This is an optimization exercise on Yosys and OpenROAD, whose aim is small area, not a production implementation.
Where RTL was checked, it was by simulation tests only, not by an equivalence proof against the original.
No functional check of the RTL was part of run 2.
Power figures rest on the tool's default switching activity, not on a simulated workload.

## flow/design.v (module list and top-level ports; edited modules follow where they fit)
// module vga_clkgen: 22 lines
// module vga_vtim: 87 lines
// module vga_tgen: 55 lines
// module vga_colproc: 295 lines
// module vga_fifo: 51 lines
// module vga_fifo_dc: 73 lines
// module vga_pgen: 243 lines
// module vga_csm_pb: 52 lines
// module vga_wb_master: 233 lines
// module vga_wb_slave: 254 lines
// module vga_enh_top: 282 lines
module vga_enh_top (
	wb_clk_i, wb_rst_i, wb_inta_o,
	wbs_adr_i, wbs_dat_i, wbs_dat_o, wbs_sel_i, wbs_we_i, wbs_stb_i, wbs_cyc_i, wbs_ack_o, wbs_rty_o, wbs_err_o,
	wbm_adr_o, wbm_dat_i, wbm_cti_o, wbm_bte_o, wbm_sel_o, wbm_we_o, wbm_stb_o, wbm_cyc_o, wbm_ack_i, wbm_err_i,
	clut_mem_adr_o, clut_mem_we_o, clut_mem_d_o, clut_mem_q_i,
	line_mem_wadr_o, line_mem_we_o, line_mem_d_o, line_mem_radr_o, line_mem_q_i,
	hsync_pad_o, vsync_pad_o, csync_pad_o, blank_pad_o, r_pad_o, g_pad_o, b_pad_o
	);
  // ...
==> flow/flow/run.sh <==
#!/bin/bash
# The standard layout (standard.sh), with three changes:
#  - after the standard synthesis, its combinational logic is re-mapped for
#    area by remap.sh (registers untouched: same instance names, same cells)
#  - port buffers use the smallest buffer cell
#  - clock tree: sink clusters of at most 16 flip-flops within 70 um, driven by clkbuf_8, no dummy loads
# Each tool's output goes to a log file in this folder (flow_*.log, remap_*.log)
# and ORFS's own logs are under orfs/logs.
set -euo pipefail
HERE=$(cd "$(dirname "$0")" && pwd)
R=orfs/results/$FLOW_PLATFORM/vga_enh_top/base
LIB=$FLOW_HOME/platforms/$FLOW_PLATFORM/lib/sky130_fd_sc_hd__tt_025C_1v80.lib

bash standard.sh synth > flow_synth.log 2>&1
cp $R/1_2_yosys.v $R/1_2_yosys.standard.v
bash "$HERE/remap.sh" $R/1_2_yosys.standard.v $R/1_2_yosys.v "$LIB" "$FLOW_TOP" > flow_remap.log 2>&1
rm -f $R/1_synth.odb $R/1_synth.sdc

export BUFFER_PORTS_ARGS="-buffer_cell sky130_fd_sc_hd__buf_1"
export CTS_ARGS="-sink_clustering_enable -repair_clock_nets -dont_use_dummy_load -sink_clustering_size 16 -sink_clustering_max_diameter 70 -buf_list sky130_fd_sc_hd__clkbuf_8"
bash standard.sh > flow_layout.log 2>&1
==> flow/flow/abc1.abc <==
strash
&get -n
&fraig -x
&put
scorr
dc2
dch -f
&get -n
&st
&dch -f
&nf -a -R 1000
&put
==> flow/flow/abc2.abc <==
strash
&get -n
&fraig -x
&put
dc2
dch -f
amap -F 2 -A 5
==> flow/flow/abc3.abc <==
strash
&get -n
&fraig -x
&put
dc2
dch -f
amap
strash
dch -f
amap
==> flow/flow/abc4.abc <==
strash
&get -n
&fraig -x
&put
dc2
dch -f
amap -F 2 -A 5
strash
dch -f
amap -F 2 -A 5
==> flow/flow/abc5.abc <==
strash
&get -n
&fraig -x
&put
dc2
dch -f
amap
strash
dc2
dch -f
amap
strash
dc2
dch -f
amap
strash
dc2
dch -f
amap
==> flow/flow/abc6.abc <==
strash
&get -n
&fraig -x
&put
dc2
dch -f
amap -F 2 -A 5
strash
dch -f
amap -F 2 -A 5
strash
dch -f
amap -F 2 -A 5
==> flow/flow/abc7.abc <==
strash
&get -n
&fraig -x
&put
dc2
dch -f
amap -F 3 -A 10
strash
dch -f
amap -F 3 -A 10
==> flow/flow/dont_use.txt <==
-dont_use sky130_fd_sc_hd__probe_p_8 -dont_use sky130_fd_sc_hd__probec_p_8 -dont_use sky130_fd_sc_hd__lpflow_bleeder_1 -dont_use sky130_fd_sc_hd__lpflow_clkbufkapwr_1 -dont_use sky130_fd_sc_hd__lpflow_clkbufkapwr_16 -dont_use sky130_fd_sc_hd__lpflow_clkbufkapwr_2 -dont_use sky130_fd_sc_hd__lpflow_clkbufkapwr_4 -dont_use sky130_fd_sc_hd__lpflow_clkbufkapwr_8 -dont_use sky130_fd_sc_hd__lpflow_clkinvkapwr_1 -dont_use sky130_fd_sc_hd__lpflow_clkinvkapwr_16 -dont_use sky130_fd_sc_hd__lpflow_clkinvkapwr_2 -dont_use sky130_fd_sc_hd__lpflow_clkinvkapwr_4 -dont_use sky130_fd_sc_hd__lpflow_clkinvkapwr_8 -dont_use sky130_fd_sc_hd__lpflow_decapkapwr_12 -dont_use sky130_fd_sc_hd__lpflow_decapkapwr_3 -dont_use sky130_fd_sc_hd__lpflow_decapkapwr_4 -dont_use sky130_fd_sc_hd__lpflow_decapkapwr_6 -dont_use sky130_fd_sc_hd__lpflow_decapkapwr_8 -dont_use sky130_fd_sc_hd__lpflow_inputiso0n_1 -dont_use sky130_fd_sc_hd__lpflow_inputiso0p_1 -dont_use sky130_fd_sc_hd__lpflow_inputiso1n_1 -dont_use sky130_fd_sc_hd__lpflow_inputiso1p_1 -dont_use sky130_fd_sc_hd__lpflow_inputisolatch_1 -dont_use sky130_fd_sc_hd__lpflow_isobufsrc_1 -dont_use sky130_fd_sc_hd__lpflow_isobufsrc_16 -dont_use sky130_fd_sc_hd__lpflow_isobufsrc_2 -dont_use sky130_fd_sc_hd__lpflow_isobufsrc_4 -dont_use sky130_fd_sc_hd__lpflow_isobufsrc_8 -dont_use sky130_fd_sc_hd__lpflow_isobufsrckapwr_16 -dont_use sky130_fd_sc_hd__lpflow_lsbuf_lh_hl_isowell_tap_1 -dont_use sky130_fd_sc_hd__lpflow_lsbuf_lh_hl_isowell_tap_2 -dont_use sky130_fd_sc_hd__lpflow_lsbuf_lh_hl_isowell_tap_4 -dont_use sky130_fd_sc_hd__lpflow_lsbuf_lh_isowell_4 -dont_use sky130_fd_sc_hd__lpflow_lsbuf_lh_isowell_tap_1 -dont_use sky130_fd_sc_hd__lpflow_lsbuf_lh_isowell_tap_2 -dont_use sky130_fd_sc_hd__lpflow_lsbuf_lh_isowell_tap_4 -dont_use sky130_fd_sc_hd__fill_1 -dont_use sky130_fd_sc_hd__fill_2 -dont_use sky130_fd_sc_hd__fill_4 -dont_use sky130_fd_sc_hd__fill_8 
==> flow/flow/remap.sh <==
#!/bin/bash
# usage: remap.sh IN.v OUT.v LIB TOP
# Re-maps the combinational logic of the standard synthesis netlist for area,
# with each ABC script abc*.abc beside this file, and keeps the smallest result.
# Sequential cells (and tie cells) are kept as black boxes, so every register
# keeps its instance name and cell type. Each run's Yosys log is remap_<script>.log.
set -euo pipefail
IN=$1; OUT=$2; LIB=$3; TOP=$4
HERE=$(cd "$(dirname "$0")" && pwd)
YOSYS=$(command -v yosys || echo "$FLOW_HOME/../tools/install/yosys/bin/yosys")
SEQ=$(grep -o 'sky130_fd_sc_hd__[a-z0-9_]*' "$IN" | sort -u | grep -E '__(e?df|sdf|dl|conb)' | tr '\n' ' ')
best=""; best_area=""
for S in "$HERE"/abc*.abc; do
  n=$(basename "$S" .abc)
  cat > remap_$n.ys <<EOT
read_liberty -ignore_miss_func $LIB
blackbox $SEQ
read_verilog $IN
hierarchy -top $TOP
flatten
rename -hide w:*.*
opt_clean -purge
opt -fast
abc -liberty $LIB $(cat "$HERE/dont_use.txt") -script $S
opt_clean -purge
splitnets
opt_clean -purge
setundef -zero
hilomap -singleton -hicell sky130_fd_sc_hd__conb_1 HI -locell sky130_fd_sc_hd__conb_1 LO
insbuf -buf sky130_fd_sc_hd__buf_4 A X
opt_clean -purge
write_verilog -noattr -noexpr -nohex -nodec remap_$n.v
tee -o remap_$n.stat stat -liberty $LIB
EOT
  if timeout 900 "$YOSYS" -l remap_$n.log -q remap_$n.ys > /dev/null 2>&1; then
    a=$(awk '/Chip area/{print $NF}' remap_$n.stat | tail -1)
    echo "$n $a" >> remap_areas.txt
    if [[ -n "$a" ]] && { [[ -z "$best_area" ]] || awk -v a="$a" -v b="$best_area" 'BEGIN{exit !(a<b)}'; }; then
      best=$n; best_area=$a
    fi
  else
    echo "$n failed" >> remap_areas.txt
  fi
done
[[ -n "$best" ]] || { echo "no remap succeeded"; exit 1; }
echo "best $best $best_area" >> remap_areas.txt
cp remap_$best.v "$OUT"
==> flow/standard.sh <==
#!/bin/bash
# synth_recipe.tcl (not shown) runs the flow's synth.tcl, then flattens the netlist and writes it again
# the make line also repeats each setting of config.mk as NAME=value (left out here)
make -C /OpenROAD-flow-scripts/flow DESIGN_CONFIG=/design/flow/config.mk WORK_HOME=/design/flow/orfs CLKGATE_MAP_FILE= SYNTH_SCRIPT=/design/flow/synth_recipe.tcl "${@:-finish}"
==> flow/config.mk <==
export PLATFORM = sky130hd
export DESIGN_NAME = vga_enh_top
export DESIGN_NICKNAME = vga_enh_top
export VERILOG_FILES = /design/flow/design.v
export SDC_FILE = /design/flow/constraint.sdc
export NUM_CORES = 4
export LEC_CHECK = 0
export CAP_MARGIN = 20
export CORE_MARGIN = 2
export CORE_UTILIZATION = 66
export SLEW_MARGIN = 20
==> flow/constraint.sdc <==
create_clock -name core_clock -period 10.0 [get_ports {wb_clk_i}]
set_input_delay 2.0000 -clock core_clock [delete_from_list [all_inputs] [get_ports {wb_clk_i}]]
set_output_delay 2.0000 -clock core_clock [all_outputs]
set_load 0.01 [all_outputs]
==> metrics.md, run 1 <==
| Metric | Value |
|---|---|
| CP max FO | `19` |
| DR DRC count | `0` |
| Sequential share of cell area | `0.644` |
| Highest routed layer | `met5` |
| Fin worst setup slack | `3.58 ns` |
| RSZ-0062 raised after global routing | `false` |
| Met3 Wirelength | `27.9 mm` |
| Final RePlAce weighted congestion | `1.00` |
| Layout Cells excl Fill | `6153` |
| Mean Syn Cell Area | `13.0 sq um` |
| Worst hold endpoint | `pixel_generator.vsync_o` |
| Crit path max-delay cell type | `nand2_1` |
| Leak | `19.9 nW` |
| Final WL | `191 mm` |
| Via density | `7.23` |
| R2R Path Start | `wbm.hgate_cnt[0]` |
| Seq cells | `1539` |
| IO Port Bufs | `304` |
| Clk pwr share | `0.288` |
| Post-CTS Resized | `0` |
| Initial antenna violation count | `18` |
| Most frequent cells in the layout | `991 x edfxtp_1, 534 x dfxtp_1, 524 x nor2_1` |
| Final Util | `0.728` |
| Register area | `0.0407 sq mm` |
| Post-DP HPWL | `122 mm` |
| Footprint of the multi-input gates | `0.0160 sq mm` |
| Diodes inserted | `7` |
| Hold path cells | `0` |
| Most common cell after layout, fill and taps aside | `edfxtp_1` |
| Total power | `9.76 mW` |
| Crit path depth | `33` |
| Status | `timing/DRC/antenna clean` |
| Met2 Use GR | `0.624` |
| Reg2Reg Setup Slack | `3.58 ns` |
| Synth Instances | `4456` |
==> module vga_vtim, before the edit <==
module vga_vtim(clk, ena, rst, Tsync, Tgdel, Tgate, Tlen, Sync, Gate, Done);
	input clk;  
	input ena;  
	input rst;  
	input [ 7:0] Tsync;  
	input [ 7:0] Tgdel;  
	input [15:0] Tgate;  
	input [15:0] Tlen;   
	output Sync;  
	output Gate;  
	output Done;  
	reg Sync;
	reg Gate;
	reg Done;
	reg  [15:0] cnt, cnt_len;
	wire [16:0] cnt_nxt, cnt_len_nxt;
	wire        cnt_done, cnt_len_done;
	assign cnt_nxt = {1'b0, cnt} -17'h1;
	assign cnt_done = cnt_nxt[16];
	assign cnt_len_nxt = {1'b0, cnt_len} -17'h1;
	assign cnt_len_done = cnt_len_nxt[16];
	reg gdel_st, len_st;
	wire idle_st = ~(Sync | gdel_st | Gate | len_st);
	always @(posedge clk)
	  if (rst)
	    begin
	        gdel_st <= 1'b0;
	        len_st  <= 1'b0;
	        Sync    <= 1'b0;
	        Gate    <= 1'b0;
	        Done    <= 1'b0;
	    end
	  else if (ena)
	    begin
	        Done    <= 1'b0;
	        if (idle_st)
	          Sync    <= 1'b1;
	        else if (Sync)
	          begin
	              if (cnt_done)
	                begin
	                    gdel_st <= 1'b1;
	                    Sync    <= 1'b0;
	                end
	          end
	        else if (gdel_st)
	          begin
	              if (cnt_done)
	                begin
	                    gdel_st <= 1'b0;
	                    Gate    <= 1'b1;
	                end
	          end
	        else if (Gate)
	          begin
	              if (cnt_done)
	                begin
	                    len_st <= 1'b1;
	                    Gate   <= 1'b0;
	                end
	          end
	        else  
	          begin
	              if (cnt_len_done)
	                begin
	                    len_st  <= 1'b0;
	                    Sync    <= 1'b1;
	                    Done    <= 1'b1;
	                end
	          end
	    end
	always @(posedge clk)
	  if (ena)
	    begin
	        cnt     <= cnt_nxt[15:0];
	        cnt_len <= cnt_len_nxt[15:0];
	        if (idle_st | (len_st & cnt_len_done))
	          begin
	              cnt     <= Tsync;
	              cnt_len <= Tlen;
	          end
	        else if (Sync & cnt_done)
	          cnt <= Tgdel;
	        else if (gdel_st & cnt_done)
	          cnt <= Tgate;
	    end
endmodule
==> module vga_colproc, before the edit <==
module vga_colproc(clk, srst, vdat_buffer_di, ColorDepth, PseudoColor, 
	vdat_buffer_empty, vdat_buffer_rreq, rgb_fifo_full,
	rgb_fifo_wreq, rgb_early_wreq, r, g, b,
	clut_req, clut_ack, clut_offs, clut_q
	);
	input clk;                     
	input srst;                    
	input [31:0] vdat_buffer_di;   
	input [1:0] ColorDepth;        
	input       PseudoColor;       
	input  vdat_buffer_empty;
	output vdat_buffer_rreq;       
	reg    vdat_buffer_rreq;
	input  rgb_fifo_full;
	output rgb_fifo_wreq;
	reg    rgb_fifo_wreq;
	output       rgb_early_wreq;   
	output [7:0] r, g, b;          
	output        clut_req;        
	reg clut_req;
	input         clut_ack;        
	output [ 7:0] clut_offs;       
	reg [7:0] clut_offs;
	input  [23:0] clut_q;          
	reg [31:0] DataBuffer;
	reg [7:0] Ra, Ga, Ba;
	reg [1:0] colcnt;
	reg RGBbuf_wreq;
	always @(posedge clk)
		if (vdat_buffer_rreq)
			DataBuffer <= vdat_buffer_di;
	parameter idle        = 3'd0,
	          fill_buf    = 3'd1,
	          bw_8bpp     = 3'd2,
	          col_8bpp    = 3'd3,
	          col_16bpp_a = 3'd4,
	          col_16bpp_b = 3'd5,
	          col_24bpp   = 3'd6,
	          col_32bpp   = 3'd7;
	reg [2:0] c_state;
	reg [2:0] nxt_state;
	always @(c_state or vdat_buffer_empty or ColorDepth or PseudoColor or rgb_fifo_full or colcnt or clut_ack)
	begin : nxt_state_decoder
		nxt_state = c_state;
		case (c_state)
			idle:
				if (!vdat_buffer_empty && !rgb_fifo_full)
					nxt_state = fill_buf;
			fill_buf:
				case (ColorDepth)
					2'b00: 
						if (PseudoColor)
							nxt_state = col_8bpp;
						else
							nxt_state = bw_8bpp;
					2'b01:
						nxt_state = col_16bpp_a;
					2'b10:
						nxt_state = col_24bpp;
					2'b11:
						nxt_state = col_32bpp;
				endcase
			bw_8bpp:
				if (!rgb_fifo_full && !(|colcnt) )
					if (!vdat_buffer_empty)
						nxt_state = fill_buf;
					else
						nxt_state = idle;
			col_8bpp:
				if (!(|colcnt))
					if (!vdat_buffer_empty && !rgb_fifo_full)
						nxt_state = fill_buf;
					else
						nxt_state = idle;
			col_16bpp_a:
				if (!rgb_fifo_full)
					nxt_state = col_16bpp_b;
			col_16bpp_b:
				if (!rgb_fifo_full)
					if (!vdat_buffer_empty)
						nxt_state = fill_buf;
					else
						nxt_state = idle;
			col_24bpp:
				if (!rgb_fifo_full)
					if (colcnt == 2'h1)  
						nxt_state = col_24bpp;  
					else if (!vdat_buffer_empty)
						nxt_state = fill_buf;
					else
						nxt_state = idle;
			col_32bpp:
				if (!rgb_fifo_full)
					if (!vdat_buffer_empty)
						nxt_state = fill_buf;
					else
						nxt_state = idle;
		endcase
	end  
	always @(posedge clk)
			if (srst)
				c_state <= idle;
			else
				c_state <= nxt_state;
	reg iclut_req;
	reg ivdat_buf_rreq;
	reg [7:0] iR, iG, iB, iRa, iGa, iBa;
	always @(c_state or vdat_buffer_empty or colcnt or DataBuffer or rgb_fifo_full or clut_ack or clut_q or Ba or Ga or Ra)
	begin : output_decoder
		ivdat_buf_rreq = 1'b0;
		RGBbuf_wreq = 1'b0;
		iclut_req = 1'b0;
		iR  = 'h0;
		iG  = 'h0;
		iB  = 'h0;
		iRa = 'h0;
		iGa = 'h0;
		iBa = 'h0;
		case (c_state)
			idle:
				begin
					if (!rgb_fifo_full)
						if (!vdat_buffer_empty)
							ivdat_buf_rreq = 1'b1;
					RGBbuf_wreq = clut_ack;
					iR = clut_q[23:16];
					iG = clut_q[15: 8];
					iB = clut_q[ 7: 0];
				end
			fill_buf:
				begin
					RGBbuf_wreq = clut_ack;
					iR = clut_q[23:16];
					iG = clut_q[15: 8];
					iB = clut_q[ 7: 0];
				end
			bw_8bpp:
			begin
				if (!rgb_fifo_full)
					begin
						RGBbuf_wreq = 1'b1;
						if ( (!vdat_buffer_empty) && !(|colcnt) )
							ivdat_buf_rreq = 1'b1;
					end
				case (colcnt)
					2'b11:
					begin
						iR = DataBuffer[31:24];
						iG = DataBuffer[31:24];
						iB = DataBuffer[31:24];
					end
					2'b10:
					begin
						iR = DataBuffer[23:16];
						iG = DataBuffer[23:16];
						iB = DataBuffer[23:16];
					end
					2'b01:
					begin
						iR = DataBuffer[15:8];
						iG = DataBuffer[15:8];
						iB = DataBuffer[15:8];
					end
					default:
					begin
						iR = DataBuffer[7:0];
						iG = DataBuffer[7:0];
						iB = DataBuffer[7:0];
					end
				endcase
			end
			col_8bpp:
			begin
				if (!(|colcnt))
					if (!vdat_buffer_empty && !rgb_fifo_full)
						ivdat_buf_rreq = 1'b1;
				RGBbuf_wreq = clut_ack;
				iR = clut_q[23:16];
				iG = clut_q[15: 8];
				iB = clut_q[ 7: 0];
				iclut_req = !rgb_fifo_full || (colcnt[1] ^ colcnt[0]);
			end
			col_16bpp_a:
			begin
				if (!rgb_fifo_full)
					RGBbuf_wreq = 1'b1;
				iR[7:3] = DataBuffer[31:27];
				iG[7:2] = DataBuffer[26:21];
				iB[7:3] = DataBuffer[20:16];
			end
			col_16bpp_b:
			begin
				if (!rgb_fifo_full)
					begin
						RGBbuf_wreq = 1'b1;
						if (!vdat_buffer_empty)
							ivdat_buf_rreq = 1'b1;
					end
				iR[7:3] = DataBuffer[15:11];
				iG[7:2] = DataBuffer[10: 5];
				iB[7:3] = DataBuffer[ 4: 0];
			end
			col_24bpp:
			begin
				if (!rgb_fifo_full)
					begin
						RGBbuf_wreq = 1'b1;
						if ( (colcnt != 2'h1) && !vdat_buffer_empty)
							ivdat_buf_rreq = 1'b1;
					end
				case (colcnt)
					2'b11:
					begin
						iR  = DataBuffer[31:24];
						iG  = DataBuffer[23:16];
						iB  = DataBuffer[15: 8];
						iRa = DataBuffer[ 7: 0];
					end
					2'b10:
					begin
						iR  = Ra;
						iG  = DataBuffer[31:24];
						iB  = DataBuffer[23:16];
						iRa = DataBuffer[15: 8];
						iGa = DataBuffer[ 7: 0];
					end
					2'b01:
					begin
						iR  = Ra;
						iG  = Ga;
						iB  = DataBuffer[31:24];
						iRa = DataBuffer[23:16];
						iGa = DataBuffer[15: 8];
						iBa = DataBuffer[ 7: 0];
					end
					default:
					begin
						iR = Ra;
						iG = Ga;
						iB = Ba;
					end
				endcase
			end
			col_32bpp:
			begin
				if (!rgb_fifo_full)
					begin
						RGBbuf_wreq = 1'b1;
						if (!vdat_buffer_empty)
							ivdat_buf_rreq = 1'b1;
					end
				iR[7:0] = DataBuffer[23:16];
				iG[7:0] = DataBuffer[15:8];
				iB[7:0] = DataBuffer[7:0];
			end
		endcase
	end  
	always @(posedge clk)
		begin
			if (RGBbuf_wreq)
				begin
					Ra <= iRa;
					Ba <= iBa;
					Ga <= iGa;
				end
			if (srst)
				begin
					vdat_buffer_rreq <= 1'b0;
					rgb_fifo_wreq <= 1'b0;
					clut_req <= 1'b0;
				end
			else
				begin
					vdat_buffer_rreq <= ivdat_buf_rreq;
					rgb_fifo_wreq <= RGBbuf_wreq;
					clut_req <= iclut_req;
				end
	end
	assign rgb_early_wreq = RGBbuf_wreq;
	assign r = iR;
	assign g = iG;
	assign b = iB;
	always @(colcnt or DataBuffer)
	  case (colcnt)
	      2'b11: clut_offs = DataBuffer[31:24];
	      2'b10: clut_offs = DataBuffer[23:16];
	      2'b01: clut_offs = DataBuffer[15: 8];
	      2'b00: clut_offs = DataBuffer[ 7: 0];
	  endcase
	always @(posedge clk)
	  if (srst)
	    colcnt <= 2'b11;
	  else if (RGBbuf_wreq)
	    colcnt <= colcnt -2'h1;
endmodule
==> module vga_fifo, before the edit <==
module vga_fifo (clk, sclr, wreq, rreq, d, q, nword, empty);
	parameter L  = 16;  
	parameter nw = 5;   
	parameter dw = 8;   
	input           clk;
	input           sclr;   
	input           wreq;
	input           rreq;
	input  [dw-1:0] d;
	output [dw-1:0] q;
	output [nw-1:0] nword;
	output          empty;
	reg [nw-1:0] nword;
	reg          empty;
	reg [L-1:0] rp, wp;
	wire [L-1:0] rp_nxt = {rp[L-2:0], rp[L-1]};
	wire [L-1:0] wp_nxt = {wp[L-2:0], wp[L-1]};
	always @(posedge clk)
	  if (sclr)      rp <= {{L-1{1'b0}}, 1'b1};
	  else if (rreq) rp <= rp_nxt;
	always @(posedge clk)
	  if (sclr)      wp <= {{L-1{1'b0}}, 1'b1};
	  else if (wreq) wp <= wp_nxt;
	reg [dw-1:0] mem [0:L-1];
	integer i;
	always @(posedge clk)
	  for (i = 0; i < L; i = i + 1)
	    if (wreq & wp[i])
	      mem[i] <= d;
	reg [dw-1:0] qr;
	always @*
	  begin
	      qr = {dw{1'b0}};
	      for (i = 0; i < L; i = i + 1)
	        qr = qr | ({dw{rp[i]}} & mem[i]);
	  end
	assign q = qr;
	wire aempty = |(rp_nxt & wp) & rreq & ~wreq;
	always @(posedge clk)
	  if (sclr)
	    empty <= 1'b1;
	  else
	    empty <= aempty | (empty & ~(wreq ^ rreq));
	always @(posedge clk)
	  if (sclr)
	    nword <= 0;
	  else if (wreq & !rreq)
	    nword <= nword + 1'b1;
	  else if (rreq & !wreq)
	    nword <= nword - 1'b1;
endmodule
==> module vga_fifo_dc, before the edit <==
module vga_fifo_dc (rclk, wclk, rclr, wclr, wreq, d, rreq, q, empty, full,
	mem_waddr_o, mem_we_o, mem_d_o, mem_raddr_o, mem_q_i);
	parameter AWIDTH = 7;   
	parameter DWIDTH = 16;  
	input rclk;              
	input wclk;              
	input rclr;              
	input wclr;              
	input wreq;              
	input [DWIDTH -1:0] d;   
	input rreq;              
	output [DWIDTH -1:0] q;  
	output empty;
	reg empty;
	output full;
	reg full;
	output [AWIDTH -1:0] mem_waddr_o;  
	output               mem_we_o;     
	output [DWIDTH -1:0] mem_d_o;      
	output [AWIDTH -1:0] mem_raddr_o;  
	input  [DWIDTH -1:0] mem_q_i;      
	reg rrst, wrst, swclr, sswclr;
	reg [AWIDTH -1:0] rptr, wptr;
	always @(posedge rclk)
	begin
	    swclr  <= wclr;
	    sswclr <= swclr;
	    rrst   <= sswclr;
	    wrst   <= wclr;
	end
	wire [AWIDTH-1:0] rptr_inc = rptr + 1'h1;
	wire [AWIDTH-1:0] wptr_inc = wptr + 1'h1;
	always @(posedge rclk)
	  if (rrst)
	      rptr <= 0;
	  else if (rreq)
	      rptr <= rptr_inc;
	always @(posedge wclk)
	  if (wrst)
	      wptr <= 0;
	  else if (wreq)
	      wptr <= wptr_inc;
	reg d1, d2;  
	reg e1, e2;  
	always @(posedge rclk)
	begin
	    d1 <= wreq & ~wrst;
	    d2 <= d1;
	    e1 <= rreq & ~rrst;
	    e2 <= e1;
	end
	wire [AWIDTH-1:0] sswptr = wptr - d1 - d2;
	wire [AWIDTH-1:0] ssrptr = rptr - e1 - e2;
	always @(posedge rclk)
	  if (rrst)
	    empty <= 1'b1;
	  else if (rreq)
	    empty <= rptr_inc == sswptr;
	  else
	    empty <= empty & (rptr == sswptr);
	always @(posedge wclk)
	  if (wrst)
	    full <= 1'b0;
	  else if (wreq)
	    full <= (wptr + 2'h2) == ssrptr;
	  else
	    full <= full & (wptr_inc == ssrptr);
	assign mem_waddr_o = wptr;
	assign mem_we_o    = wreq;
	assign mem_d_o     = d;
	assign mem_raddr_o = rptr;
	assign q           = mem_q_i;
endmodule
==> module vga_pgen, before the edit <==
module vga_pgen (
	clk_i, ctrl_ven, ctrl_HSyncL, Thsync, Thgdel, Thgate, Thlen,
	ctrl_VSyncL, Tvsync, Tvgdel, Tvgate, Tvlen, ctrl_CSyncL, ctrl_BlankL,
	eoh, eov,
	ctrl_dvi_odf, ctrl_cd, ctrl_pc,
	fb_data_fifo_rreq, fb_data_fifo_empty, fb_data_fifo_q, ImDoneFifoQ,
	stat_acmp, clut_req, clut_adr, clut_q, clut_ack, ctrl_cbsw, clut_switch,
	cursor_adr,
	cursor0_en, cursor0_res, cursor0_xy, cc0_adr_o, cc0_dat_i,
	cursor1_en, cursor1_res, cursor1_xy, cc1_adr_o, cc1_dat_i,
	line_fifo_wreq, line_fifo_full, line_fifo_d, line_fifo_rreq, line_fifo_q,
	pclk_i,
	pclk_o, hsync_o, vsync_o, csync_o, blank_o, r_o, g_o, b_o
);
	input clk_i;  
	input ctrl_ven;            
	input        ctrl_HSyncL;  
	input [ 7:0] Thsync;       
	input [ 7:0] Thgdel;       
	input [15:0] Thgate;       
	input [15:0] Thlen;        
	input        ctrl_VSyncL;  
	input [ 7:0] Tvsync;       
	input [ 7:0] Tvgdel;       
	input [15:0] Tvgate;       
	input [15:0] Tvlen;        
	input ctrl_CSyncL;         
	input ctrl_BlankL;         
	output eoh;                
	reg eoh;
	output eov;                
	reg eov;
	input  [ 1: 0] ctrl_dvi_odf;
	input  [ 1: 0] ctrl_cd;
	input          ctrl_pc;
	input  [31: 0] fb_data_fifo_q;
	input          fb_data_fifo_empty;
	output         fb_data_fifo_rreq;
	input          ImDoneFifoQ;
	output         stat_acmp;    
	reg stat_acmp;
	output         clut_req;
	output [ 8: 0] clut_adr;
	input  [23: 0] clut_q;
	input          clut_ack;
	input          ctrl_cbsw;    
	output         clut_switch;  
	input  [ 8: 0] cursor_adr;   
	input          cursor0_en;   
	input          cursor0_res;  
	input  [31: 0] cursor0_xy;   
	output [ 3: 0] cc0_adr_o;    
	input  [15: 0] cc0_dat_i;    
	input          cursor1_en;   
	input          cursor1_res;  
	input  [31: 0] cursor1_xy;   
	output [ 3: 0] cc1_adr_o;    
	input  [15: 0] cc1_dat_i;    
	input          line_fifo_full;
	output         line_fifo_wreq;
	output [23: 0] line_fifo_d;
	output         line_fifo_rreq;
	input  [23: 0] line_fifo_q;
	input  pclk_i;             
	output pclk_o;             
	output hsync_o;            
	output vsync_o;            
	output csync_o;            
	output blank_o;            
	output [ 7:0] r_o, g_o, b_o;
	reg       hsync_o, vsync_o, csync_o, blank_o;
	reg [7:0] r_o, g_o, b_o;
	reg nVen;  
	wire eol, eof;
	wire ihsync, ivsync, icsync, iblank;
	wire pclk_ena;
	always @(posedge pclk_i)
	  nVen <= ~ctrl_ven;
	vga_clkgen clk_gen(
	  .pclk_i       ( pclk_i       ),
	  .rst_i        ( nVen         ),
	  .pclk_o       ( pclk_o       ),
	  .dvi_pclk_p_o ( dvi_pclk_p_o ),
	  .dvi_pclk_m_o ( dvi_pclk_m_o ),
	  .pclk_ena_o   ( pclk_ena     )
	);
	vga_tgen vtgen(
		.clk(pclk_i),
		.clk_ena ( pclk_ena    ),
		.rst     ( nVen        ),
		.Thsync  ( Thsync      ),
		.Thgdel  ( Thgdel      ),
		.Thgate  ( Thgate      ),
		.Thlen   ( Thlen       ),
		.Tvsync  ( Tvsync      ),
		.Tvgdel  ( Tvgdel      ),
		.Tvgate  ( Tvgate      ),
		.Tvlen   ( Tvlen       ),
		.eol     ( eol         ),
		.eof     ( eof         ),
		.gate    ( gate        ),
		.hsync   ( ihsync      ),
		.vsync   ( ivsync      ),
		.csync   ( icsync      ),
		.blank   ( iblank      )
	);
	reg seol, seof;    
	reg dseof;         
	always @(posedge clk_i)
	  if (~ctrl_ven)
	    begin
	        seol  <= 1'b0;
	        seof  <= 1'b0;
	        dseof <= 1'b0;
	        eoh   <= 1'b0;
	        eov   <= 1'b0;
	    end
	  else
	    begin
	        seol  <= eol;
	        seof  <= eof;
	        dseof <= seof;
	        eoh   <= seol;
	        eov   <= seof & !dseof;
	    end
	reg hsync, vsync, csync, blank;
	always @(posedge pclk_i)
	    begin
	        hsync <= ihsync ^ ctrl_HSyncL;
	        vsync <= ivsync ^ ctrl_VSyncL;
	        csync <= icsync ^ ctrl_CSyncL;
	        blank <= iblank ^ ctrl_BlankL;
	        hsync_o <= hsync;
	        vsync_o <= vsync;
	        csync_o <= csync;
	        blank_o <= blank;
	    end
	wire [23:0] color_proc_q;            
	wire        color_proc_wreq;
	wire        color_proc_ewreq;
	wire [ 7:0] clut_offs;                
	wire ImDoneFifoQ;
	reg  dImDoneFifoQ, ddImDoneFifoQ;
	wire [23:0] cur1_q;
	wire        cur1_wreq;
	wire [23:0] rgb_fifo_d;
	wire        rgb_fifo_empty, rgb_fifo_full, rgb_fifo_rreq, rgb_fifo_wreq;
	wire sclr = ~ctrl_ven;
	vga_colproc color_proc (
		.clk               ( clk_i               ),
		.srst              ( sclr                ),
		.vdat_buffer_di    ( fb_data_fifo_q      ),  
		.ColorDepth        ( ctrl_cd             ),
		.PseudoColor       ( ctrl_pc             ),
		.vdat_buffer_empty ( fb_data_fifo_empty  ),  
		.vdat_buffer_rreq  ( fb_data_fifo_rreq   ),  
		.rgb_fifo_full     ( rgb_fifo_full       ),
		.rgb_fifo_wreq     ( color_proc_wreq     ),
		.rgb_early_wreq    ( color_proc_ewreq    ),
		.r                 ( color_proc_q[23:16] ),
		.g                 ( color_proc_q[15: 8] ),
		.b                 ( color_proc_q[ 7: 0] ),
		.clut_req          ( clut_req            ),
		.clut_ack          ( clut_ack            ),
		.clut_offs         ( clut_offs           ),
		.clut_q            ( clut_q              )
	);
	always @(posedge clk_i)
	  if (sclr)
	    dImDoneFifoQ <= 1'b0;
	  else if (fb_data_fifo_rreq)
	    dImDoneFifoQ <= ImDoneFifoQ;
	always @(posedge clk_i)
	  if (sclr)
	    ddImDoneFifoQ <= 1'b0;
	  else
	    ddImDoneFifoQ <= dImDoneFifoQ;
	assign clut_switch = ddImDoneFifoQ & !dImDoneFifoQ;
	always @(posedge clk_i)
	  if (sclr)
	    stat_acmp <= 1'b0;
	  else if (ctrl_cbsw)
	    stat_acmp <= stat_acmp ^ clut_switch;   
	assign clut_adr = {stat_acmp, clut_offs};
	assign cur1_wreq = color_proc_wreq;
	assign cur1_q    = color_proc_q;
	assign cc1_adr_o  = 4'h0;
	assign rgb_fifo_wreq = cur1_wreq;
	assign rgb_fifo_d = cur1_q;
	assign cc0_adr_o  = 4'h0;
	reg  [3:0] rgb_fifo_nword;
	reg [11:0] rgb_rp, rgb_ewp;    
	reg        rgb_fifo_empty_r;
	reg [23:0] rgb_mem [0:11];
	wire [11:0] rgb_rp_nxt  = {rgb_rp[10:0],  rgb_rp[11]};
	wire [11:0] rgb_ewp_nxt = {rgb_ewp[10:0], rgb_ewp[11]};
	integer k;
	always @(posedge clk_i)
	  for (k = 0; k < 12; k = k + 1)
	    if (color_proc_ewreq & rgb_ewp[k])
	      rgb_mem[k] <= color_proc_q;
	always @(posedge clk_i)
	  if (sclr)                  rgb_ewp <= 12'h001;
	  else if (color_proc_ewreq) rgb_ewp <= rgb_ewp_nxt;
	always @(posedge clk_i)
	  if (sclr)               rgb_rp <= 12'h001;
	  else if (rgb_fifo_rreq) rgb_rp <= rgb_rp_nxt;
	reg [23:0] rgb_q;
	always @*
	  begin
	      rgb_q = 24'h0;
	      for (k = 0; k < 12; k = k + 1)
	        rgb_q = rgb_q | ({24{rgb_rp[k]}} & rgb_mem[k]);
	  end
	assign line_fifo_d = rgb_q;
	always @(posedge clk_i)
	  if (sclr)
	    rgb_fifo_empty_r <= 1'b1;
	  else
	    rgb_fifo_empty_r <= ((|(rgb_rp_nxt & rgb_ewp)) & rgb_fifo_rreq & ~rgb_fifo_wreq) |
	                        (rgb_fifo_empty_r & ~(rgb_fifo_wreq ^ rgb_fifo_rreq));
	assign rgb_fifo_empty = rgb_fifo_empty_r;
	always @(posedge clk_i)
	  if (sclr)
	    rgb_fifo_nword <= 4'd0;
	  else if (rgb_fifo_wreq & !rgb_fifo_rreq)
	    rgb_fifo_nword <= rgb_fifo_nword + 4'd1;
	  else if (rgb_fifo_rreq & !rgb_fifo_wreq)
	    rgb_fifo_nword <= rgb_fifo_nword - 4'd1;
	assign rgb_fifo_full = rgb_fifo_nword[3];  
	assign line_fifo_rreq = gate & pclk_ena;
	assign rgb_fifo_rreq = ~line_fifo_full & ~rgb_fifo_empty;
	assign line_fifo_wreq = rgb_fifo_rreq;
	wire [7:0] r = line_fifo_q[23:16];
	wire [7:0] g = line_fifo_q[15: 8];
	wire [7:0] b = line_fifo_q[ 7: 0];
	always @(posedge pclk_i)
	  if (pclk_ena) begin
	    r_o <= r;
	    g_o <= g;
	    b_o <= b;
	  end
endmodule
==> module vga_wb_master, before the edit <==
module vga_wb_master (clk_i, rst_i, nrst_i,
	cyc_o, stb_o, cti_o, bte_o, we_o, adr_o, sel_o, ack_i, err_i, dat_i, sint,
	ctrl_ven, ctrl_cd, ctrl_vbl, ctrl_vbsw, busy,
	VBAa, VBAb, Thgate, Tvgate,
	stat_avmp, vmem_switch, ImDoneFifoQ,
	cursor_adr, cursor0_ba, cursor1_ba, cursor0_ld, cursor1_ld,
	fb_data_fifo_rreq, fb_data_fifo_q, fb_data_fifo_empty);
	input         clk_i;     
	input         rst_i;     
	input         nrst_i;    
	output        cyc_o;     
	reg cyc_o;
	output        stb_o;     
	output [ 2:0] cti_o;     
	reg [2:0] cti_o;
	output [ 1:0] bte_o;     
	output        we_o;      
	output [31:0] adr_o;     
	output [ 3:0] sel_o;     
	input         ack_i;     
	input         err_i;     
	input [31:0]  dat_i;     
	output        sint;      
	input       ctrl_ven;    
	input [1:0] ctrl_cd;     
	input [1:0] ctrl_vbl;    
	input       ctrl_vbsw;   
	output      busy;        
	input [31: 2] VBAa;      
	input [31: 2] VBAb;      
	input [15:0] Thgate;     
	input [15:0] Tvgate;     
	output stat_avmp;        
	output vmem_switch;      
	output ImDoneFifoQ;
	output [ 8: 0] cursor_adr;  
	input  [31:11] cursor0_ba;
	input  [31:11] cursor1_ba;
	input          cursor0_ld;  
	input          cursor1_ld;  
	input          fb_data_fifo_rreq;
	output [31: 0] fb_data_fifo_q;
	output         fb_data_fifo_empty;
	reg vmem_acc;                  
	wire vmem_req, vmem_ack;       
	wire ImDone;                   
	reg  dImDone;                  
	wire ImDoneStrb;               
	reg  dImDoneStrb;              
	reg sclr;                      
	reg [31:11] cursor_ba;               
	reg [ 8: 0] cursor_adr;              
	wire        cursor0_we, cursor1_we;  
	reg         ld_cursor0, ld_cursor1;  
	reg         cur_acc;                 
	reg         cur_acc_sel;             
	wire        cur_ack;                 
	wire        cur_done;                
	always @(posedge clk_i)
	  sclr <= ~ctrl_ven;
	reg  [ 2:0] burst_cnt;                        
	wire        burst_done;                       
	reg         sel_VBA;                          
	reg  [31:2] vmemA;                            
	always @(posedge clk_i)
	  if (sclr)
	    vmem_acc <= 1'b0;  
	  else
	    vmem_acc <= (vmem_req | (vmem_acc & !(burst_done & vmem_ack)) ) & !ImDone & !cur_acc;
	always @(posedge clk_i)
	  if (sclr)
	    cur_acc <= 1'b0;  
	  else
	    cur_acc <= (cur_acc | ImDone & (ld_cursor0 | ld_cursor1)) & !cur_done;
	assign busy = vmem_acc | cur_acc;
	assign vmem_ack = ack_i & stb_o & vmem_acc;
	assign cur_ack  = ack_i & stb_o & cur_acc;
	assign sint = err_i;  
	assign vmem_switch = ImDoneStrb;
	always @(posedge clk_i)
	  if (sclr)
	    sel_VBA <= 1'b0;
	  else if (ctrl_vbsw)
	    sel_VBA <= sel_VBA ^ vmem_switch;   
	assign stat_avmp = sel_VBA;  
	wire [3:0] burst_cnt_val;
	assign burst_cnt_val = {1'b0, burst_cnt} -4'h1;
	assign burst_done = burst_cnt_val[3];
	always @(posedge clk_i)
	  if ( (burst_done & vmem_ack) | !vmem_acc)
	    case (ctrl_vbl)
	      2'b00: burst_cnt <= 3'b000;  
	      2'b01: burst_cnt <= 3'b001;  
	      2'b10: burst_cnt <= 3'b011;  
	      2'b11: burst_cnt <= 3'b111;  
	    endcase
	  else if(vmem_ack)
	    burst_cnt <= burst_cnt_val[2:0];
	reg  [15:0] hgate_cnt;
	reg  [16:0] hgate_cnt_val;
	reg  [1:0]  hgate_div_cnt;
	reg  [2:0]  hgate_div_val;
	wire hdone = hgate_cnt_val[16] & vmem_ack;  
	always @(hgate_cnt or hgate_div_cnt or ctrl_cd)
	  begin
	      hgate_div_val = {1'b0, hgate_div_cnt} - 3'h1;
	      if (ctrl_cd != 2'b10)
	        hgate_cnt_val = {1'b0, hgate_cnt} - 17'h1;
	      else if ( hgate_div_val[2] )
	        hgate_cnt_val = {1'b0, hgate_cnt} - 17'h1;
	      else
	        hgate_cnt_val = {1'b0, hgate_cnt};
	  end
	always @(posedge clk_i)
	  if (sclr)
	    begin
	        case(ctrl_cd)
	          2'b00: hgate_cnt <= Thgate >> 2;  
	          2'b01: hgate_cnt <= Thgate >> 1;  
	          2'b10: hgate_cnt <= Thgate >> 2;  
	          2'b11: hgate_cnt <= Thgate;       
	        endcase
	        hgate_div_cnt <= 2'b10;
	    end
	  else if (vmem_ack)
	    if (hdone)
	      begin
	          case(ctrl_cd)
	            2'b00: hgate_cnt <= Thgate >> 2;  
	            2'b01: hgate_cnt <= Thgate >> 1;  
	            2'b10: hgate_cnt <= Thgate >> 2;  
	            2'b11: hgate_cnt <= Thgate;       
	          endcase
	          hgate_div_cnt <= 2'b10;
	      end
	    else  
	      begin
	          hgate_cnt <= hgate_cnt_val[15:0];
	          if ( hgate_div_val[2] )
	            hgate_div_cnt <= 2'b10;
	          else
	            hgate_div_cnt <= hgate_div_val[1:0];
	      end
	reg  [15:0] vgate_cnt;
	wire [16:0] vgate_cnt_val;
	wire        vdone;
	assign vgate_cnt_val = {1'b0, vgate_cnt} - 17'h1;
	assign vdone = vgate_cnt_val[16];
	always @(posedge clk_i)
	  if (sclr | ImDoneStrb)
	    vgate_cnt <= Tvgate;
	  else if (hdone)
	    vgate_cnt <= vgate_cnt_val[15:0];
	assign ImDone = hdone & vdone;
	assign ImDoneStrb = ImDone & !dImDone;
	always @(posedge clk_i)
	  begin
	      dImDone <= ImDone;
	      dImDoneStrb <= ImDoneStrb;
	  end
	always @(posedge clk_i)
	  if (sclr | dImDoneStrb)
	    if (!sel_VBA)
	      vmemA <= VBAa;
	    else
	      vmemA <= VBAb;
	  else if (vmem_ack)
	    vmemA <= vmemA +30'h1;
	always @(posedge clk_i)
	  if (ImDone)
	    cur_acc_sel <= ld_cursor0;  
	always @(posedge clk_i)
	if (sclr)
	  begin
	      ld_cursor0 <= 1'b0;
	      ld_cursor1 <= 1'b0;
	  end
	else
	  begin
	      ld_cursor0 <= cursor0_ld | (ld_cursor0 & !(cur_done &  cur_acc_sel));
	      ld_cursor1 <= cursor1_ld | (ld_cursor1 & !(cur_done & !cur_acc_sel));
	  end
	always @(posedge clk_i)
	  if (!cur_acc)
	    cursor_ba <= ld_cursor0 ? cursor0_ba : cursor1_ba;
	wire [9:0] next_cursor_adr = {1'b0, cursor_adr} + 10'h1;
	assign cur_done = next_cursor_adr[9] & cur_ack;
	always @(posedge clk_i)
	  if (!cur_acc)
	    cursor_adr <= 9'h0;
	  else if (cur_ack)
	    cursor_adr <= next_cursor_adr;
	assign cursor1_we = cur_ack & !cur_acc_sel;
	assign cursor0_we = cur_ack &  cur_acc_sel;
	assign adr_o = cur_acc ? {cursor_ba, cursor_adr, 2'b00} : {vmemA, 2'b00};
	wire wb_cycle = vmem_acc & !(burst_done & vmem_ack & !vmem_req) & !ImDone ||
	                cur_acc & !cur_done;
	always @(posedge clk_i)
	    if (rst_i)
	      begin
	          cyc_o <= 1'b0;
	          cti_o <= 3'b000;
	      end
	    else
	      begin
	          cyc_o <= wb_cycle;
	          if (wb_cycle) begin
	            if (cur_acc)
	              cti_o <= &next_cursor_adr[8:0] ? 3'b111 : 3'b010;
	            else if (ctrl_vbl == 2'b00)
	              cti_o <= 3'b000;
	            else if (vmem_ack)
	              cti_o <= (burst_cnt == 3'h1) ? 3'b111 : 3'b010;
	          end else
	            cti_o <= (ctrl_vbl == 2'b00) ? 3'b000 : 3'b010;
	      end
	assign stb_o = cyc_o;
	assign sel_o = 4'b1111;
	assign bte_o = 2'b00;
	assign we_o  = 1'b0;
	wire [4:0] fb_data_fifo_nword;
	vga_fifo #(.L(16), .nw(5), .dw(33)) data_fifo (
		.clk    ( clk_i              ),
		.sclr   ( sclr               ),
		.d      ( {ImDone, dat_i}    ),
		.wreq   ( vmem_ack           ),
		.q      ( {ImDoneFifoQ, fb_data_fifo_q} ),
		.rreq   ( fb_data_fifo_rreq  ),
		.nword  ( fb_data_fifo_nword ),
		.empty  ( fb_data_fifo_empty )
	);
	assign vmem_req = ~fb_data_fifo_nword[4] & ~fb_data_fifo_nword[3];
endmodule
==> run 2, diff against run 1 <==
--- a/flow/design.v
+++ b/flow/design.v
@@ -44,70 +44,65 @@
 	assign cnt_done = cnt_nxt[16];
 	assign cnt_len_nxt = {1'b0, cnt_len} -17'h1;
 	assign cnt_len_done = cnt_len_nxt[16];
-	reg gdel_st, len_st;
-	wire idle_st = ~(Sync | gdel_st | Gate | len_st);
+	reg [4:0] state;
+	parameter [4:0] idle_state = 5'b00001;
+	parameter [4:0] sync_state = 5'b00010;
+	parameter [4:0] gdel_state = 5'b00100;
+	parameter [4:0] gate_state = 5'b01000;
+	parameter [4:0] len_state  = 5'b10000;
 	always @(posedge clk)
 	  if (rst)
 	    begin
-	        gdel_st <= 1'b0;
-	        len_st  <= 1'b0;
+	        state   <= idle_state;
+	        cnt     <= 16'h0;
+	        cnt_len <= 16'b0;
 	        Sync    <= 1'b0;
 	        Gate    <= 1'b0;
 	        Done    <= 1'b0;
 	    end
 	  else if (ena)
 	    begin
-	        Done    <= 1'b0;
-	        if (idle_st)
-	          Sync    <= 1'b1;
-	        else if (Sync)
-	          begin
-	              if (cnt_done)
-	                begin
-	                    gdel_st <= 1'b1;
-	                    Sync    <= 1'b0;
-	                end
-	          end
-	        else if (gdel_st)
-	          begin
-	              if (cnt_done)
-	                begin
-	                    gdel_st <= 1'b0;
-	                    Gate    <= 1'b1;
-	                end
-	          end
-	        else if (Gate)
-	          begin
-	              if (cnt_done)
-	                begin
-	                    len_st <= 1'b1;
-	                    Gate   <= 1'b0;
-	                end
-	          end
-	        else  
-	          begin
-	              if (cnt_len_done)
-	                begin
-	                    len_st  <= 1'b0;
-	                    Sync    <= 1'b1;
-	                    Done    <= 1'b1;
-	                end
-	          end
-	    end
-	always @(posedge clk)
-	  if (ena)
-	    begin
 	        cnt     <= cnt_nxt[15:0];
 	        cnt_len <= cnt_len_nxt[15:0];
-	        if (idle_st | (len_st & cnt_len_done))
-	          begin
-	              cnt     <= Tsync;
-	              cnt_len <= Tlen;
-	          end
-	        else if (Sync & cnt_done)
-	          cnt <= Tgdel;
-	        else if (gdel_st & cnt_done)
-	          cnt <= Tgate;
+	        Done    <= 1'b0;
+	        case (state)
+	          idle_state:
+	            begin
+	                state   <= sync_state;
+	                cnt     <= Tsync;
+	                cnt_len <= Tlen;
+	                Sync    <= 1'b1;
+	            end
+	          sync_state:
+	            if (cnt_done)
+	              begin
+	                  state <= gdel_state;
+	                  cnt   <= Tgdel;
+	                  Sync  <= 1'b0;
+	              end
+	          gdel_state:
+	            if (cnt_done)
+	              begin
+	                  state <= gate_state;
+	                  cnt   <= Tgate;
+	                  Gate  <= 1'b1;
+	              end
+	          gate_state:
+	            if (cnt_done)
+	              begin
+	                  state <= len_state;
+	                  Gate  <= 1'b0;
+	              end
+	          len_state:
+	            if (cnt_len_done)
+	              begin
+	                  state   <= sync_state;
+	                  cnt     <= Tsync;
+	                  cnt_len <= Tlen;
+	                  Sync    <= 1'b1;
+	                  Done    <= 1'b1;
+	              end
+	        endcase
 	    end
 endmodule
  `timescale 1ns / 10ps
@@ -198,16 +193,16 @@
 	always @(posedge clk)
 		if (vdat_buffer_rreq)
 			DataBuffer <= vdat_buffer_di;
-	parameter idle        = 3'd0,
-	          fill_buf    = 3'd1,
-	          bw_8bpp     = 3'd2,
-	          col_8bpp    = 3'd3,
-	          col_16bpp_a = 3'd4,
-	          col_16bpp_b = 3'd5,
-	          col_24bpp   = 3'd6,
-	          col_32bpp   = 3'd7;
-	reg [2:0] c_state;
-	reg [2:0] nxt_state;
+	parameter idle        = 7'b000_0000, 
+	          fill_buf    = 7'b000_0001,
+	          bw_8bpp     = 7'b000_0010,
+	          col_8bpp    = 7'b000_0100,
+	          col_16bpp_a = 7'b000_1000,
+	          col_16bpp_b = 7'b001_0000,
+	          col_24bpp   = 7'b010_0000,
+	          col_32bpp   = 7'b100_0000;
+	reg [6:0] c_state;    
+	reg [6:0] nxt_state;  
 	always @(c_state or vdat_buffer_empty or ColorDepth or PseudoColor or rgb_fifo_full or colcnt or clut_ack)
 	begin : nxt_state_decoder
 		nxt_state = c_state;
@@ -464,7 +459,8 @@
 endmodule
  `timescale 1ns / 10ps
 module vga_fifo (clk, sclr, wreq, rreq, d, q, nword, empty);
-	parameter L  = 16;  
+	parameter L  = 15;  
+	parameter aw = 4;   
 	parameter nw = 5;   
 	parameter dw = 8;   
 	input           clk;
@@ -477,30 +473,21 @@
 	output          empty;
 	reg [nw-1:0] nword;
 	reg          empty;
-	reg [L-1:0] rp, wp;
-	wire [L-1:0] rp_nxt = {rp[L-2:0], rp[L-1]};
-	wire [L-1:0] wp_nxt = {wp[L-2:0], wp[L-1]};
+	reg [aw-1:0] rp, wp;
+	wire [aw-1:0] rp_nxt = (rp == L-1) ? {aw{1'b0}} : rp + 1'b1;
+	wire [aw-1:0] wp_nxt = (wp == L-1) ? {aw{1'b0}} : wp + 1'b1;
 	always @(posedge clk)
-	  if (sclr)      rp <= {{L-1{1'b0}}, 1'b1};
+	  if (sclr)      rp <= 0;
 	  else if (rreq) rp <= rp_nxt;
 	always @(posedge clk)
-	  if (sclr)      wp <= {{L-1{1'b0}}, 1'b1};
+	  if (sclr)      wp <= 0;
 	  else if (wreq) wp <= wp_nxt;
 	reg [dw-1:0] mem [0:L-1];
-	integer i;
 	always @(posedge clk)
-	  for (i = 0; i < L; i = i + 1)
-	    if (wreq & wp[i])
-	      mem[i] <= d;
-	reg [dw-1:0] qr;
-	always @*
-	  begin
-	      qr = {dw{1'b0}};
-	      for (i = 0; i < L; i = i + 1)
-	        qr = qr | ({dw{rp[i]}} & mem[i]);
-	  end
-	assign q = qr;
-	wire aempty = |(rp_nxt & wp) & rreq & ~wreq;
+	  if (wreq)
+	    mem[wp] <= d;
+	assign q = mem[rp];
+	wire aempty = (rp_nxt == wp) & rreq & ~wreq;
 	always @(posedge clk)
 	  if (sclr)
 	    empty <= 1'b1;
@@ -557,17 +544,15 @@
 	      wptr <= 0;
 	  else if (wreq)
 	      wptr <= wptr_inc;
-	reg d1, d2;  
-	reg e1, e2;  
+	reg [AWIDTH-1:0] srptr, ssrptr;
+	reg [AWIDTH-1:0] swptr, sswptr;
 	always @(posedge rclk)
 	begin
-	    d1 <= wreq & ~wrst;
-	    d2 <= d1;
-	    e1 <= rreq & ~rrst;
-	    e2 <= e1;
+	    swptr  <= wptr;
+	    sswptr <= swptr;
+	    srptr  <= rptr;
+	    ssrptr <= srptr;
 	end
-	wire [AWIDTH-1:0] sswptr = wptr - d1 - d2;
-	wire [AWIDTH-1:0] ssrptr = rptr - e1 - e2;
 	always @(posedge rclk)
 	  if (rrst)
 	    empty <= 1'b1;
@@ -696,11 +681,12 @@
 		.blank   ( iblank      )
 	);
 	reg seol, seof;    
-	reg dseof;         
+	reg dseol, dseof;  
 	always @(posedge clk_i)
 	  if (~ctrl_ven)
 	    begin
 	        seol  <= 1'b0;
+	        dseol <= 1'b0;
 	        seof  <= 1'b0;
 	        dseof <= 1'b0;
 	        eoh   <= 1'b0;
@@ -709,9 +695,10 @@
 	  else
 	    begin
 	        seol  <= eol;
+	        dseol <= seol;
 	        seof  <= eof;
 	        dseof <= seof;
-	        eoh   <= seol;
+	        eoh   <= seol & !dseol;
 	        eov   <= seof & !dseof;
 	    end
 	reg hsync, vsync, csync, blank;
@@ -780,35 +767,26 @@
 	assign rgb_fifo_d = cur1_q;
 	assign cc0_adr_o  = 4'h0;
 	reg  [3:0] rgb_fifo_nword;
-	reg [11:0] rgb_rp, rgb_ewp;    
+	reg  [3:0] rgb_rp, rgb_ewp;
 	reg        rgb_fifo_empty_r;
 	reg [23:0] rgb_mem [0:11];
-	wire [11:0] rgb_rp_nxt  = {rgb_rp[10:0],  rgb_rp[11]};
-	wire [11:0] rgb_ewp_nxt = {rgb_ewp[10:0], rgb_ewp[11]};
-	integer k;
-	always @(posedge clk_i)
-	  for (k = 0; k < 12; k = k + 1)
-	    if (color_proc_ewreq & rgb_ewp[k])
-	      rgb_mem[k] <= color_proc_q;
+	wire [3:0] rgb_rp_nxt  = (rgb_rp  == 4'd11) ? 4'd0 : rgb_rp  + 4'd1;
+	wire [3:0] rgb_ewp_nxt = (rgb_ewp == 4'd11) ? 4'd0 : rgb_ewp + 4'd1;
+	always @(posedge clk_i)
+	  if (color_proc_ewreq)
+	    rgb_mem[rgb_ewp] <= color_proc_q;
 	always @(posedge clk_i)
-	  if (sclr)                  rgb_ewp <= 12'h001;
+	  if (sclr)                  rgb_ewp <= 4'd0;
 	  else if (color_proc_ewreq) rgb_ewp <= rgb_ewp_nxt;
 	always @(posedge clk_i)
-	  if (sclr)               rgb_rp <= 12'h001;
+	  if (sclr)               rgb_rp <= 4'd0;
 	  else if (rgb_fifo_rreq) rgb_rp <= rgb_rp_nxt;
-	reg [23:0] rgb_q;
-	always @*
-	  begin
-	      rgb_q = 24'h0;
-	      for (k = 0; k < 12; k = k + 1)
-	        rgb_q = rgb_q | ({24{rgb_rp[k]}} & rgb_mem[k]);
-	  end
-	assign line_fifo_d = rgb_q;
+	assign line_fifo_d = rgb_mem[rgb_rp];
 	always @(posedge clk_i)
 	  if (sclr)
 	    rgb_fifo_empty_r <= 1'b1;
 	  else
-	    rgb_fifo_empty_r <= ((|(rgb_rp_nxt & rgb_ewp)) & rgb_fifo_rreq & ~rgb_fifo_wreq) |
+	    rgb_fifo_empty_r <= ((rgb_rp_nxt == rgb_ewp) & rgb_fifo_rreq & ~rgb_fifo_wreq) |
 	                        (rgb_fifo_empty_r & ~(rgb_fifo_wreq ^ rgb_fifo_rreq));
 	assign rgb_fifo_empty = rgb_fifo_empty_r;
 	always @(posedge clk_i)
@@ -1107,7 +1085,7 @@
 	assign bte_o = 2'b00;
 	assign we_o  = 1'b0;
 	wire [4:0] fb_data_fifo_nword;
-	vga_fifo #(.L(16), .nw(5), .dw(33)) data_fifo (
+	vga_fifo #(.L(16), .aw(4), .nw(5), .dw(33)) data_fifo (
 		.clk    ( clk_i              ),
 		.sclr   ( sclr               ),
 		.d      ( {ImDone, dat_i}    ),
==> flow/flow/run.sh (replaced) <==
#!/bin/bash
# The standard layout (standard.sh), with three changes:
#  - after the standard synthesis, its combinational logic is re-mapped for
#    area (registers untouched: same names, same cells)
#  - port buffers use the smallest buffer cell
#  - clock tree: sink clusters of up to 20 flip-flops, no dummy loads
set -euo pipefail
HERE=$(cd "$(dirname "$0")" && pwd)
R=orfs/results/$FLOW_PLATFORM/vga_enh_top/base
LIB=$FLOW_HOME/platforms/$FLOW_PLATFORM/lib/sky130_fd_sc_hd__tt_025C_1v80.lib

bash standard.sh synth > flow_synth.log 2>&1
cp $R/1_2_yosys.v $R/1_2_yosys.standard.v
bash "$HERE/remap.sh" $R/1_2_yosys.standard.v $R/1_2_yosys.v "$LIB" "$FLOW_TOP" remap.log
rm -f $R/1_synth.odb $R/1_synth.sdc

export BUFFER_PORTS_ARGS="-buffer_cell sky130_fd_sc_hd__buf_1"
export CTS_ARGS="-sink_clustering_enable -repair_clock_nets -dont_use_dummy_load -sink_clustering_size 20 -sink_clustering_max_diameter 60 -buf_list sky130_fd_sc_hd__clkbuf_16"
bash standard.sh > flow_layout.log 2>&1
==> flow/flow/area.abc (new file) <==
strash
&get -n
&fraig -x
&put
scorr
dc2
dch -f
&get -n
&st
&dch -f
&nf -a -R 1000
&put
==> flow/flow/remap.sh (replaced) <==
#!/bin/bash
# usage: remap.sh IN.v OUT.v LIB TOP LOG
# Re-maps the combinational logic of the standard synthesis netlist for area.
# Sequential cells (and tie cells) are kept as black boxes, so every register
# keeps its instance name and cell type.
set -euo pipefail
IN=$1; OUT=$2; LIB=$3; TOP=$4; LOG=$5
HERE=$(cd "$(dirname "$0")" && pwd)
YOSYS=$(command -v yosys || echo "$FLOW_HOME/../tools/install/yosys/bin/yosys")
SEQ=$(grep -o 'sky130_fd_sc_hd__[a-z0-9_]*' "$IN" | sort -u | grep -E '__(e?df|sdf|dl|conb)' | tr '\n' ' ')
cat > remap.ys <<EOT
read_liberty -ignore_miss_func $LIB
blackbox $SEQ
read_verilog $IN
hierarchy -top $TOP
flatten
rename -hide w:*.*
opt_clean -purge
opt -fast
abc -liberty $LIB $(cat "$HERE/dont_use.txt") -script $HERE/area.abc
opt_clean -purge
splitnets
opt_clean -purge
setundef -zero
hilomap -singleton -hicell sky130_fd_sc_hd__conb_1 HI -locell sky130_fd_sc_hd__conb_1 LO
insbuf -buf sky130_fd_sc_hd__buf_4 A X
opt_clean -purge
write_verilog -noattr -noexpr -nohex -nodec $OUT
stat -liberty $LIB
EOT
"$YOSYS" -l "$LOG" -q remap.ys
--- a/flow/config.mk
+++ b/flow/config.mk
@@ -7,5 +7,5 @@
 export LEC_CHECK = 0
 export CAP_MARGIN = 20
 export CORE_MARGIN = 2
-export CORE_UTILIZATION = 66
+export CORE_UTILIZATION = 40
 export SLEW_MARGIN = 20
removed: flow/flow/abc1.abc
removed: flow/flow/abc2.abc
removed: flow/flow/abc3.abc
removed: flow/flow/abc4.abc
removed: flow/flow/abc5.abc
removed: flow/flow/abc6.abc
removed: flow/flow/abc7.abc
==> run 2 against run 1 <==
Sequential power about the same. Fmax up 9.5%. Total power up 14%. Non-clock buffer count down 25. Largest cell class unchanged. Largest power group unchanged. Highest routed layer unchanged.
==> metrics.md, run 2 <==
| Metric | Value |
|---|---|
| Status | `timing/DRC/antenna clean` |
| Reg2Reg Setup Slack | `4.87 ns (+1.29 ns)` |
| Final WL | `187 mm (-1.9%)` |
| DR WL/cell | `26.1 microns` |
| Sw Share | `0.205` |
| Final RePlAce weighted congestion | `0.888 (-11%)` |
| Post-CTS setup buffers | `0` |
| Total die area | `0.155 sq mm` |
| Total clock sinks | `1542` |
| Die Width | `394 microns` |
| TNS Setup | `0 ns` |
| Critical path arrival | `3.87 ns` |
| Family with the most delay on the worst path | `buffers and inverters` |
| Clk pin slew, worst setup/hold paths | `0.05 ns` |
| Crit path cell chain | `buf_4, clkinv_1, nor2_1, buf_4, nand2_1, and3_1, o21ai_0, buf_1` |
| Slew margin rel. | `0.193` |
| GRT overflow | `0` |
| Synth Instances | `4589 (+3.0%)` |
| Num CTS Buffers | `120` |
| Largest net degree at the start of global routing | `177` |
| Final ANT Viol Nets | `0` |
| FP Rows | `143` |
| Final Critical Period | `5.87 ns` |
| CP Buf/Inv Count | `4` |
| Synthesized area | `0.0608 sq mm` |
| R2R Path Start | `wbm.vmemA[2]` |
| CP endpoint kind | `primary output` |
| Clock Skew | `0.115 ns` |
| Global-route usage over all layers | `0.236` |
| Final setup viols | `0` |
| TritonCTS clock tree | `done` |
| Pwr dens | `163 mW/mm^2` |
| Core outline area | `0.151 sq mm` |
| R2r endpoint | `wbm.vmemA[31]` |
| Most frequent cells in the layout | `959 x edfxtp_1, 775 x nand2_1, 571 x dfxtp_1` |
| DR DRC count | `0 (unchanged)` |
| Biggest regs | `wbm.data_fifo.mem: 528 flops, pixel_generator.rgb_mem: 288 flops` |
| Total power | `11.1 mW (+14%)` |
| Worst Hold Launch | `pixel_generator.csync` |
| R2r worst-path depth | `19` |
| Clk pwr share | `0.377 (+0.089)` |
| Logic gate share of total power | `0.017` |
| Clk latency of the worst-skew pair | `0.80 ns` |
| Max reg flops | `528` |
| Die H | `394 microns` |
| Fin worst setup slack | `4.13 ns (+0.557 ns)` |
| Max Freq | `170 MHz` |
| Critical path type | `reg2out` |
| Final max-slew violation count | `0` |
| Mean Syn Cell Area | `13.2 sq um (+1.8%)` |
| Area Overhead vs Synth | `12.8%` |
| First-pass GRT wire length | `272 mm` |
| Endpoints failing hold | `0` |
| IO Port Bufs | `304 (unchanged)` |
| Maximum ir drop on the vdd rail | `0.161 mV` |
| RSZ-0062 raised after global routing | `false` |
| Starting DRT DRC Count | `5437` |
| Max incr delay on CP | `0.75 ns` |
| Post-CTS Hold Buffers | `0` |
| Worst slew pin tran | `1.21 ns` |
| Maxcap violations | `0` |
| YS warnings | `17` |
| Worst hold endpoint | `pixel_generator.csync_o` |
| Hold path cells | `0 (unchanged)` |
| Vias in the first global route | `39800` |
| Post-DP HPWL | `118 mm (-3.5%)` |
| Share of layout cells above drive strength 1 | `0.0987` |
| Largest Register | `wbm.data_fifo.mem` |
| H-tree depth | `3` |
| Fin crit share | `0.587` |
| Starting density of the core | `0.402` |
| Most common cell after layout, fill and taps aside | `edfxtp_1` |
| I/O pins | `316` |
| Clock root buffer | `clkbuf_16` |
| Post-CTS Resized | `0 (unchanged)` |
| Required time of the critical path | `8.00 ns` |
| Leak | `21.5 nW (+8.1%)` |
| Fin nets | `5253` |
| Switch Pwr | `2.28 mW` |
| Hold Path Class | `reg2reg` |
| Startpoint Class | `register` |
| Via density | `5.84 (-19%)` |
| Initial antenna violation count | `27 (+9)` |
| Crit-path most repeated cell | `buf_4` |
| Setup WS pre-CTS | `3.96 ns` |
| Sequential Power Share | `0.605` |
| Via count | `41700` |
| CTS Buffer Depth | `3` |
| CP max FO | `31 (+12)` |
| Final Util | `0.453 (-0.275)` |
| Crit path max-delay cell type | `o21ai_0` |
| Drt pass-1 iters | `10` |
| Cell-internal power | `8.86 mW` |
run 2: power groups by stage:
stage	Sequential, mW	Clock, mW	Combinational [mW]
after floorplan	6.89	0	0.0378
after global placement	6.88	0	0.187
after detailed placement	6.89	0	0.191
after CTS	6.74	4.28	0.191
after global routing	6.74	4.50	0.207
final	6.74	4.21	0.195
run 2: cell type report:
cell class	instances	area [sq um]
antenna	4	10.0
fill	13700	82800
sequential	1542	40500
clock buffer	120	3000
timing repair buffer	411	1960
tap	2030	2540
multi-input combinational	3008	20400
inverter	35	131
run 2: layer usage:
metal / wire, microns / vias up / GRT usage
met4: 7400 / 36 / 0.0930
met3: 17900 / 353 / 0.0561
met1: 76200 / 20800 / 0.319
met5: 241 / - / 0
met2: 85200 / 1912 / 0.366
li1: - / 18700 / -
run 2: worst max path at each step:
stage                                         startpoint                                       end  slack [ns]  cells after the start
finish              pixel_generator.color_proc.colcnt[1]                         clut_mem_adr_o[3]        4.13                      8
floorplan                                       register  pixel_generator.color_proc.DataBuffer[0]        3.46                      4
CTS                 pixel_generator.color_proc.colcnt[1]                         clut_mem_adr_o[3]        4.28                      8
global placement                            wbs_sel_i[0]                        wbs.cursor0_ba[15]        4.04                     12
global route        pixel_generator.color_proc.colcnt[1]                         clut_mem_adr_o[3]        4.13                      8
detailed placement                          wbs_sel_i[0]                        wbs.cursor0_ba[29]        3.96                     12
run 2: stage by stage:
| stage | area [sq um] | cells | hold WS, ns |
|---|---|---|---|
| final | 68600 | 7150 | 0.322 |
| after global placement | 65500 | 7024 | 0.310 |
| after detailed placement | 65500 | 7024 | 0.312 |
| after CTS | 68500 | 7144 | 0.325 |
| after global routing | 68600 | 7146 | 0.328 |
| after floorplan | 60800 | 4596 | 0.310 |

-- separate check: timing with driven ports --
Ports are ideal in the flow. The routed layouts listed here were re-timed in OpenROAD. Step 1 assumes that a clkbuf_16 drives the clock port and a buf_2 every other input. Step 2 adds t to the input delays and takes it off the output delays; t is the mean of the earliest and latest rising clock arrival at the registers after step 1. Input paths then give back, and output paths get back, about the clock's delay inside the block. Three values: ideal, step 1, step 2; two values: the first two.
run | shift t [ns] | slack for setup (ns) | clock arrival spread, ns | worst register clock-pin slew, ns | worst data-port slew with drivers (ns)
run 1 | 0.879 | 3.578 / 3.578 / 3.578 | 0.071 / 0.071 | 0.11 / 0.11 | 0.18
run 2 | 0.821 | 4.134 / 4.054 / 3.785 | 0.130 / 0.131 | 0.09 / 0.09 | 0.19
After both steps setup and hold are still met in every run listed. The setup slack of run 2, which loses most, moves by -0.080 ns with the drivers and by -0.349 ns with both steps.
